What follows belongs to an exercise in optimizing a design on an open flow for small area, a short achievable clock period and few clock cycles per item; a production flow would make more cautious choices.
In this exercise RTL edits were held to simulation tests only and were not proved equivalent to the original.

==> module sin, before the edit <==
module sin (
    input  logic        clk,
    input  logic        rst_n,
    input  logic [15:0] x,
    input  logic        start,
    output logic [15:0] result,
    output logic        done
);
logic [4:1]  st;
logic [14:0] ra, rx, bnext;
logic [7:0]  b_one, b_two, n_one, n_two;
logic [6:0]  b_neg, n_neg;
logic [12:0] t1;
logic [15:0] acc, p, m3;
logic [2:0]  m3r;
always_ff @(posedge clk or negedge rst_n) begin
    if (!rst_n) begin
        st <= 4'b0000;
    end else begin
        st <= {st[3:1], done & start};
    end
end
assign done = ~|st;
sin_coeff_lut lut (.x(x[14:0]), .m3(m3));
assign acc = st[4] ? result : 16'h0000;
sin_datapath datapath (.ma(ra), .b_one(b_one), .b_two(b_two), .b_neg(b_neg), .acc(acc), .p(p),
                       .a(ra), .t1(t1));
always_comb begin
    if (st[1])      bnext = {2'b00, t1};
    else if (st[2]) bnext = 15'h0666;
    else if (done)  bnext = x[14:0];
    else            bnext = rx;
end
sin_booth_enc enc (.b(bnext), .one(n_one), .two(n_two), .neg(n_neg));
always_ff @(posedge clk) begin
    ra    <= done ? x[14:0] : p[14:0];
    b_one <= n_one;
    b_two <= n_two;
    b_neg <= n_neg;
    m3r   <= m3[2:0];
end
always_ff @(posedge clk) begin
    if (done) begin
        if (start) result <= {1'b0, x[14:0]};
    end
    if (st[1]) rx <= p[14:0];
    if (st[3]) result <= result - {1'b0, ra} - {13'b0, m3r};
    if (st[4]) result <= p;
end
endmodule
Settings: LEC_CHECK=0, CAP_MARGIN=20, CORE_MARGIN=2, CORE_UTILIZATION=40, SETUP_SLACK_MARGIN=3.5, SLEW_MARGIN=20, SYNTH_HIERARCHICAL=1, SYNTH_MINIMUM_KEEP_SIZE=0; clock period 9.5 ns.
run.sh (not shown) runs the stock make flow with config.mk's settings and CLKGATE_MAP_FILE= SYNTH_SCRIPT=/design/flow/synth_recipe.tcl, a recipe that flattens the netlist after the stock synthesis.
Testbench counts at the start, summed over its fixed seeds: cycles 1,920, items 384.
Next try:
--- a/flow/design.v
+++ b/flow/design.v
@@ -569,5 +569,5 @@
 );
 logic [4:1]  st;
-logic [14:0] ra, rx, bnext;
+logic [14:0] ra, bnext;
 logic [7:0]  b_one, b_two, n_one, n_two;
 logic [6:0]  b_neg, n_neg;
@@ -591,5 +591,5 @@
     else if (st[2]) bnext = 15'h0666;
     else if (done)  bnext = x[14:0];
-    else            bnext = rx;
+    else            bnext = result[14:0];
 end
 sin_booth_enc enc (.b(bnext), .one(n_one), .two(n_two), .neg(n_neg));
@@ -602,10 +602,6 @@
 end
 always_ff @(posedge clk) begin
-    if (done) begin
-        if (start) result <= {1'b0, x[14:0]};
-    end
-    if (st[1]) rx <= p[14:0];
-    if (st[3]) result <= result - {1'b0, ra} - {13'b0, m3r};
-    if (st[4]) result <= p;
+    if (st[1] | st[4]) result <= p;
+    if (st[3])         result <= {1'b0, x[14:0]} - {1'b0, ra} - {13'b0, m3r};
 end
 endmodule
Effect: Worst hold slack is worse by 0.029 ns; design area falls by 4.9%; utilization went up by 0.24 points; sequential cell count is lower by 15; wire length shrinks by 6.7%; setup slack gains 0.066 ns; synthesized cell count goes down by 3.6%.
Testbench counts after the change, summed over its fixed seeds: cycles 1,920, items 384.

* * *

sin, a different RTL version from the one above (not shown whole).
For scale: roughly 1300 cells after synthesis.
clock: 9.5 ns
lec_check: 0
cap_margin: 20
core_margin: 2
core_utilization: 40
setup_slack_margin: 3.5
slew_margin: 20
synth_hierarchical: 1
synth_minimum_keep_size: 0
Testbench counts at the start, summed over its fixed seeds: cycles 1,920, items 384.
==> next run, changes <==
--- a/flow/design.v
+++ b/flow/design.v
@@ -580,24 +580,33 @@
     else if (st[2]) bnext = 15'h0666;
     else if (done)  bnext = x[14:0];
     else            bnext = rx;
 end
 sin_booth_enc enc (.b(bnext), .one(n_one), .two(n_two), .neg(n_neg));
 always_ff @(posedge clk) begin
-    ra    <= done ? x[14:0] : p[14:0];
-    b_one <= n_one;
-    b_two <= n_two;
-    b_neg <= n_neg;
-    m3r   <= m3[2:0];
-end
-always_ff @(posedge clk) begin
     if (done) begin
-        if (start) result <= {1'b0, x[14:0]};
+        if (start) begin
+            ra     <= x[14:0];
+            result <= {1'b0, x[14:0]};
+            m3r    <= m3[2:0];
+        end
+    end
+    if ((done & start) | st[1] | st[2] | st[3]) begin
+        b_one <= n_one;
+        b_two <= n_two;
+        b_neg <= n_neg;
+    end
+    if (st[1]) begin
+        ra <= p[14:0];
+        rx <= p[14:0];
+    end
+    if (st[2]) ra <= p[14:0];
+    if (st[3]) begin
+        ra     <= p[14:0];
+        result <= result - {1'b0, ra} - {13'b0, m3r};
     end
-    if (st[1]) rx <= p[14:0];
-    if (st[3]) result <= result - {1'b0, ra} - {13'b0, m3r};
     if (st[4]) result <= p;
 end
 endmodule
 module sin_booth_enc (
     input  logic [14:0] b,
     output logic [7:0]  one,
Die area is higher by 2.6%.
Synthesized cell count is lower by 1.4%.
Worst hold slack is about the same.
Flip-flop and latch count stays the same.
Non-clock buffer count is higher by 58.
Final area is higher by 6.7%.
Clock skew stays flat.
Sequential share of layout area is higher by 1.8 points.
Testbench counts after the change, summed over its fixed seeds: cycles 1,920, items 384.

* * *

Another version of the RTL of sin (not shown whole).
Size in the first run: about 36 I/O pins.
clock: 9.5 ns
lec_check: 0
cap_margin: 20
core_margin: 2
core_utilization: 40
setup_slack_margin: 3.5
slew_margin: 20
The first run produced a clean layout.
Testbench counts at the start, summed over its fixed seeds: cycles 1,920, items 384.
Then changed:
--- a/flow/design.v
+++ b/flow/design.v
@@ -4,8 +4,24 @@
 );
 assign m3 = 16'(x >= 15'h657c) + 16'(x >= 15'h6df4) + 16'(x >= 15'h745c)
           + 16'(x >= 15'h799a) + 16'(x >= 15'h7e1c);
 endmodule
+module sin_controller (
+    input  logic       clk,
+    input  logic       rst_n,
+    input  logic       start,
+    output logic [4:1] st,
+    output logic       done
+);
+always_ff @(posedge clk or negedge rst_n) begin
+    if (!rst_n) begin
+        st <= 4'b0000;
+    end else begin
+        st <= {st[3:1], done & start};
+    end
+end
+assign done = ~|st;
+endmodule
 module sin_datapath (
     input  logic [14:0] ma,
     input  logic [7:0]  b_one,
     input  logic [7:0]  b_two,
@@ -704,16 +720,9 @@
 logic [6:0]  b_neg, n_neg;
 logic [12:0] t1;
 logic [15:0] acc, p, m3;
 logic [2:0]  m3r;
-always_ff @(posedge clk or negedge rst_n) begin
-    if (!rst_n) begin
-        st <= 4'b0000;
-    end else begin
-        st <= {st[3:1], done & start};
-    end
-end
-assign done = ~|st;
+sin_controller controller (.clk(clk), .rst_n(rst_n), .start(start), .st(st), .done(done));
 sin_coeff_lut lut (.x(x[14:0]), .m3(m3));
 assign acc = st[4] ? result : 16'h0000;
 sin_datapath datapath (.ma(ra), .b_one(b_one), .b_two(b_two), .b_neg(b_neg), .acc(acc), .p(p),
                        .a(ra), .t1(t1));
@@ -724,20 +733,29 @@
     else            bnext = rx;
 end
 sin_booth_enc enc (.b(bnext), .one(n_one), .two(n_two), .neg(n_neg));
 always_ff @(posedge clk) begin
-    ra    <= done ? x[14:0] : p[14:0];
-    b_one <= n_one;
-    b_two <= n_two;
-    b_neg <= n_neg;
-    m3r   <= m3[2:0];
-end
-always_ff @(posedge clk) begin
     if (done) begin
-        if (start) result <= {1'b0, x[14:0]};
+        if (start) begin
+            ra     <= x[14:0];
+            result <= {1'b0, x[14:0]};
+            m3r    <= m3[2:0];
+        end
+    end
+    if ((done & start) | st[1] | st[2] | st[3]) begin
+        b_one <= n_one;
+        b_two <= n_two;
+        b_neg <= n_neg;
+    end
+    if (st[1]) begin
+        ra <= p[14:0];
+        rx <= p[14:0];
+    end
+    if (st[2]) ra <= p[14:0];
+    if (st[3]) begin
+        ra     <= p[14:0];
+        result <= result - {1'b0, ra} - {13'b0, m3r};
     end
-    if (st[1]) rx <= p[14:0];
-    if (st[3]) result <= result - {1'b0, ra} - {13'b0, m3r};
     if (st[4]) result <= p;
 end
 endmodule
 module sin_booth_enc (
Effect:
- worst hold slack gets worse by 0.013 ns
- utilization went up by 1.2 points
- final area went up by 3.2%
- worst setup slack gets worse by 0.025 ns
- register-to-register slack gets worse by 0.02 ns
- sequential share of layout area went up by 2.2 points
- routed wire length went up by 3.8%
- global-route usage went up by 0.73 points
- area after synthesis went up by 0.97%
Testbench counts after the change, summed over its fixed seeds: cycles 1,920, items 384.

[afterwards: timing with drivers on the ports]
The results above use ideal ports. As a check the final layouts listed here were re-extracted and re-timed, cells and wires unchanged. Step 1: set_driving_cell puts a clkbuf_16 on clk and a buf_2 on each other input, an assumption about the parent block. Step 2 moves the port delays by t, midway between the first and last clock arrival at a register: inputs arrive t later, outputs are due t later. That takes back most of the time a late clock gives input paths. a / b / c = no drivers / after step 1 / after step 2; a / b = the first two.
run	t (ns)	setup WS [ns]	cell pins on the clock port's net
the first run of note 1	0.390	3.741 / 3.741 / 3.741	1
the second run of note 1	0.366	3.807 / 3.807 / 3.807	1
the first run of note 2	0.377	3.680 / 3.680 / 3.680	1
the second run of note 2	0.387	3.713 / 3.713 / 3.713	1
the first run of note 3	0.385	3.735 / 3.735 / 3.735	1
the second run of note 3	0.370	3.710 / 3.710 / 3.710	1
After both steps setup and hold are still met in every run listed.
